Context: an optimization exercise on an open-source flow, tuned for small area, a short achievable clock period and few clock cycles. The choices shown serve that exercise and are no tape-out recipe. Function was checked by simulation only, so behaviour that the tests miss may differ from the original. Power is estimated from default activity; no workload was simulated.

run 1:
==> flow/design.v (excerpt) <==
module huffman(clk, reset, gray_valid, CNT_valid,  gray_data, CNT1, CNT2, CNT3, CNT4, CNT5, CNT6,
    code_valid, HC1, HC2, HC3, HC4, HC5, HC6, M1, M2, M3, M4, M5, M6);
Size: about 160 flip-flops, ~160 I/O pins, ~8500 µm² of cells after synthesis.
==> flow/config.mk <==
export PLATFORM = sky130hd
export DESIGN_NAME = huffman
export DESIGN_NICKNAME = huffman
export VERILOG_FILES = /design/flow/design.v
export SDC_FILE = /design/flow/constraint.sdc
export NUM_CORES = 4
export LEC_CHECK = 0
export CAP_MARGIN = 20
export CORE_MARGIN = 2
export CORE_UTILIZATION = 70
export CTS_BUF_LIST = sky130_fd_sc_hd__clkbuf_8
export PLACE_DENSITY = 0.8
export SETUP_SLACK_MARGIN = 2.5
export SLEW_MARGIN = 20
==> flow/constraint.sdc <==
create_clock -name core_clock -period 4.5 [get_ports {clk}]
set_input_delay 0.9000 -clock core_clock [delete_from_list [all_inputs] [get_ports {clk}]]
set_output_delay 0.9000 -clock core_clock [all_outputs]
set_load 0.01 [all_outputs]
standard.sh (not shown) runs the stock make flow with config.mk's settings and CLKGATE_MAP_FILE= SYNTH_SCRIPT=/design/flow/synth_recipe.tcl, a recipe that flattens the netlist after the stock synthesis.
==> flow/flow/run.sh <==
#!/bin/bash
# Standard layout, but with the smallest buffer on the ports.
set -euo pipefail
sed 's|"\${@:-finish}"|BUFFER_PORTS_ARGS="-buffer_cell sky130_fd_sc_hd__buf_1" "${@:-finish}"|' standard.sh > my_standard.sh
bash my_standard.sh > flow.log 2>&1
Testbench counts of run 1, summed over its fixed seeds: cycles 38,400.
Input changes introduced in run 2 (baseline for comparison: run 1):
-- flow/config.mk --
<<< run 1, line 9
export CORE_MARGIN = 2
export CORE_UTILIZATION = 70
export CTS_BUF_LIST = sky130_fd_sc_hd__clkbuf_8
export PLACE_DENSITY = 0.8
export SETUP_SLACK_MARGIN = 2.5
>>> run 2, line 9
export CORE_MARGIN = 2
export CORE_UTILIZATION = 40
export CTS_BUF_LIST = sky130_fd_sc_hd__clkbuf_8
export PLACE_DENSITY = 0.6
export SETUP_SLACK_MARGIN = 2.5
## What came out
Run 2 vs run 1: detailed-router iteration count before antenna repair up
Changes observed in run 2 relative to run 1: global-route track usage on met2 -22 points, clock power ~0 delta, routed wire length on met3 shrank by 18%, maximum net fanout on the critical path now smaller, vertical extent of the die up 31%.
Worst setup path startpoint: selw2 -> run 2, W1[0] -> run 1
Run 1 vs run 2, slowest cell on the critical path: dfxtp_2 vs dfxtp_4
### run 2 -> run 3
-- flow/config.mk --
<<< run 2, line 9
export CORE_MARGIN = 2
export CORE_UTILIZATION = 40
export CTS_BUF_LIST = sky130_fd_sc_hd__clkbuf_8
export PLACE_DENSITY = 0.6
export SETUP_SLACK_MARGIN = 2.5
>>> run 3, line 9
export CORE_MARGIN = 2
export CORE_UTILIZATION = 70
export CTS_BUF_LIST = sky130_fd_sc_hd__clkbuf_8
export PLACE_DENSITY = 0.72
export SETUP_SLACK_MARGIN = 2.5
==> run notes <==
- Delta (run 3 minus run 2): peak clock frequency supported by timing rose 3.3%, cell count fell 136, final-layout worst hold slack about even, setup slack rose 0.065 ns.
- On run 3: standard-cell row count is 13 lower than what run 2 gave.
- On number of filler cells placed in the layout, the higher figure sits with run 2, not run 3.
Edits applied to the flow inputs when going from run 3 to run 4:
-- flow/config.mk --
<<< run 3, line 11
export CTS_BUF_LIST = sky130_fd_sc_hd__clkbuf_8
export PLACE_DENSITY = 0.72
export SETUP_SLACK_MARGIN = 2.5
export SLEW_MARGIN = 20
>>> run 4, line 11
export CTS_BUF_LIST = sky130_fd_sc_hd__clkbuf_8
export PLACE_DENSITY = 0.8
export SETUP_SLACK_MARGIN = 2.3
export SLEW_MARGIN = 20
### Flow results
The final layout from run 4, which completed every stage, passed the timing, DRC and antenna checks at the end of the flow.
Run 3 reached the final stage; the timing, DRC and antenna checks on its layout passed.
Run 4 vs run 3 on power after layout: run 4 is the lower one.
Between run 4 and run 3, the worst reg2reg path depth is higher for run 4.
The final worst-path setup slack of run 4 falls short of that of run 3 by 0.18 ns.
On wire length: run 4 sits below run 3.
Buffers inserted during post-CTS setup optimization (higher): run 3
Switching power (lower): run 3
Run 4 -> run 3: cell count after placement flat
Looking only at switching part of the total, and setting everything else aside, the higher value of run 4 and run 3 goes to run 4.

* * *

Setup of old:
The RTL this note starts from:
==> flow/design.v <==
module huffman(clk, reset, gray_valid, CNT_valid,  gray_data, CNT1, CNT2, CNT3, CNT4, CNT5, CNT6,
    code_valid, HC1, HC2, HC3, HC4, HC5, HC6, M1, M2, M3, M4, M5, M6);
input clk;
input reset;
input gray_valid;
input [7:0] gray_data;
output reg CNT_valid;
output [7:0] CNT1, CNT2, CNT3, CNT4, CNT5, CNT6;
output reg code_valid;
output [7:0] HC1, HC2, HC3, HC4, HC5, HC6;
output [7:0] M1, M2, M3, M4, M5, M6;
reg [6:0] W1, W2, W3, W4, W5;
reg [6:0] V;
reg [6:0] amount;    
reg [5:1] ptr [0:5];
reg [4:0] hc [0:5];
reg [4:0] m [0:5];
assign CNT1 = {1'b0, W5};
assign CNT2 = {1'b0, V};
assign CNT3 = {1'b0, W1};
assign CNT4 = {1'b0, W2};
assign CNT5 = {1'b0, W3};
assign CNT6 = {1'b0, W4};
assign HC1 = {3'b0, hc[0]};
assign HC2 = {3'b0, hc[1]};
assign HC3 = {3'b0, hc[2]};
assign HC4 = {3'b0, hc[3]};
assign HC5 = {3'b0, hc[4]};
assign HC6 = {3'b0, hc[5]};
assign M1 = {3'b0, m[0][4:1], 1'b1};
assign M2 = {3'b0, m[1][4:1], 1'b1};
assign M3 = {3'b0, m[2][4:1], 1'b1};
assign M4 = {3'b0, m[3][4:1], 1'b1};
assign M5 = {3'b0, m[4][4:1], 1'b1};
assign M6 = {3'b0, m[5][4:1], 1'b1};
reg counting, sorting, merging;
reg [4:1] U;
reg ph;              
reg [5:1] Tr;
wire last_sort = sorting & !U[1];
wire last_merge = merging & !U[1];
wire cmp_cycle = (sorting | merging) & !ph;
wire ins_cycle = (sorting | merging) & ph;
wire drop = merging & cmp_cycle;
function lt7;
    input [6:0] a, b;
    reg [6:0] l, g;
    begin
        l = ~a & b;
        g = a & ~b;
        lt7 = l[6] | ~g[6] & (l[5] | ~g[5] & (l[4] | ~g[4] & (l[3] | ~g[3] &
              (l[2] | ~g[2] & (l[1] | ~g[1] & l[0])))));
    end
endfunction
wire lt1 = lt7(W1, V);
wire lt2 = lt7(W2, V);
wire lt3 = lt7(W3, V);
wire lt4 = lt7(W4, V);
wire lt5 = lt7(W5, V);
wire [5:1] Tc;
assign Tc[1] = merging ? lt2 : (lt1 | U[1]);
assign Tc[2] = merging ? lt3 : (lt2 | U[2]);
assign Tc[3] = merging ? lt4 : (lt3 | U[3]);
assign Tc[4] = merging ? lt5 : (lt4 | U[4]);
assign Tc[5] = !merging & lt5;
wire [6:1] T = {1'b0, Tr};
wire [6:0] D = 7'd127;    
function [6:0] pick;
    input up, here;
    input [6:0] w1, w0, v;
    pick = here ? v : up ? w1 : w0;
endfunction
wire [2:0] sym = gray_data[2:0];
wire take = counting & gray_valid;
reg selw2, selv;
wire [6:0] vnext = W1 + (({7{selw2}} & W2) | ({7{selv}} & V));
always @(posedge clk) begin
    if (reset) begin
        amount <= 7'd0;
        counting <= 1'b1;
        sorting <= 1'b0;
        merging <= 1'b0;
        U <= 4'b1111;
        ph <= 1'b0;
        CNT_valid <= 1'b0;
        code_valid <= 1'b0;
        V <= 7'd0;
        W1 <= 7'd0; W2 <= 7'd0; W3 <= 7'd0; W4 <= 7'd0; W5 <= 7'd0;
    end else begin
        CNT_valid <= take && amount == 7'd99;
        code_valid <= last_merge;
        if (take) amount <= amount + 7'd1;
        if (take && amount == 7'd99) begin
            counting <= 1'b0;
            sorting <= 1'b1;
        end
        if (ins_cycle & last_sort) begin
            sorting <= 1'b0;
            merging <= 1'b1;
        end
        if (last_merge) merging <= 1'b0;
        ph <= cmp_cycle & !last_merge;
        if (ins_cycle) U <= last_sort ? 4'b1111 : {1'b0, U[4:2]};
        if (take) begin
            if (sym == 3'd1) W5 <= W5 + 7'd1;
            if (sym == 3'd2) V  <= V  + 7'd1;
            if (sym == 3'd3) W1 <= W1 + 7'd1;
            if (sym == 3'd4) W2 <= W2 + 7'd1;
            if (sym == 3'd5) W3 <= W3 + 7'd1;
            if (sym == 3'd6) W4 <= W4 + 7'd1;
        end
        if (drop) begin
            W1 <= W2; W2 <= W3; W3 <= W4; W4 <= W5; W5 <= D;
        end
        if (ins_cycle) begin
            W1 <= pick(T[2], T[1] & !T[2], W2, W1, V);
            W2 <= pick(T[3], T[2] & !T[3], W3, W2, V);
            W3 <= pick(T[4], T[3] & !T[4], W4, W3, V);
            W4 <= pick(T[5], T[4] & !T[5], W5, W4, V);
            W5 <= pick(1'b0, T[5],         D,  W5, V);
            V <= vnext;
        end
    end
end
wire sum_next = merging | last_sort;
always @(posedge clk) begin
    Tr <= Tc;
    selw2 <= sum_next & Tc[2];
    selv <= sum_next & !Tc[2];
end
integer s;
always @(posedge clk) begin
    if (counting) begin
        ptr[0] <= 5'b11111;
        ptr[1] <= 5'b00000;
        ptr[2] <= 5'b00001;
        ptr[3] <= 5'b00011;
        ptr[4] <= 5'b00111;
        ptr[5] <= 5'b01111;
    end else if (drop) begin
        for (s = 0; s < 6; s = s + 1)
            ptr[s] <= {1'b0, ptr[s][5:2]};
    end else if (ins_cycle) begin
        for (s = 0; s < 6; s = s + 1)
            ptr[s] <= !ptr[s][1] ? T[5:1] : ptr[s] & ({1'b0, ptr[s][5:2]} | ~T[5:1]);
    end
end
always @(posedge clk) begin
    if (counting) begin
        for (s = 0; s < 6; s = s + 1) begin
            hc[s] <= 5'd0;
            m[s] <= 5'd0;
        end
    end else if (drop) begin
        for (s = 0; s < 6; s = s + 1) begin
            if (!ptr[s][2]) begin
                m[s] <= {m[s][3:0], 1'b1};
                hc[s] <= hc[s] | (({m[s][3:0], 1'b1} & ~m[s]) & {5{!ptr[s][1]}});
            end
        end
    end
end
endmodule
clock: 4.5 ns
lec_check: 0
cap_margin: 20
core_margin: 2
core_utilization: 70
cts_buf_list: sky130_fd_sc_hd__clkbuf_8
place_density: 0.8
setup_slack_margin: 2.6
slew_margin: 20
Scripts as last shown in full above: flow/flow/run.sh
Testbench counts of old, summed over its fixed seeds: cycles 38,400.
The inputs of new differ from those of old as listed below.
# old
export LEC_CHECK = 0
export CAP_MARGIN = 20
export CORE_MARGIN = 2
export CORE_UTILIZATION = 70
export CTS_BUF_LIST = sky130_fd_sc_hd__clkbuf_8
export PLACE_DENSITY = 0.8
export SETUP_SLACK_MARGIN = 2.6
export SLEW_MARGIN = 20
create_clock -name core_clock -period 4.5 [get_ports {clk}]
# new
export LEC_CHECK = 0
export CAP_MARGIN = 20
export CORE_MARGIN = 2
export CORE_UTILIZATION = 60
export CTS_BUF_LIST = sky130_fd_sc_hd__clkbuf_8
export PLACE_DENSITY = 0.75
export SETUP_SLACK_MARGIN = 2.5
export SLEW_MARGIN = 20
create_clock -name core_clock -period 4.5 [get_ports {clk}]
Results
The vias per cell number comes out lower for new vs old.
[compare] base=old new=new: clock network contribution to total cell area increased 1.1 points, worst setup slack rose 0.026 ns, met3 global-route usage fell by 3.2 points.
For old, the launching element of the worst setup path was selw2, unlike new, where it was selv.

-- re-timing with driven ports --
The results above use ideal ports. As a check the final layouts listed here were re-extracted and re-timed, cells and wires unchanged.
Step 1 sets driving cells, clkbuf_16 on the clock port and buf_2 on the other inputs (assumed; they add their load-dependent delay and slew).
Step 2 also shifts input and output timing later by t, the mid clock arrival at the registers, as if the neighbouring blocks saw the same clock.
Slacks: ideal ports / drivers / drivers and shift; pairs: ideal ports / drivers.
run | shift t [ns] | slack for setup (ns) | worst hold slack (ns)
run 1 | 0.508 | 2.507 / 2.470 / 2.028 | 0.471 / 0.471 / 0.471
run 2 | 0.503 | 2.441 / 2.424 / 2.019 | 0.474 / 0.474 / 0.474
run 3 | 0.508 | 2.507 / 2.470 / 2.028 | 0.471 / 0.471 / 0.471
run 4 | 0.500 | 2.330 / 2.291 / 1.916 | 0.468 / 0.468 / 0.468
old | 0.504 | 2.397 / 2.397 / 1.920 | 0.468 / 0.468 / 0.468
new | 0.494 | 2.423 / 2.423 / 2.044 | 0.466 / 0.466 / 0.466
After both steps every run listed still meets setup and hold.
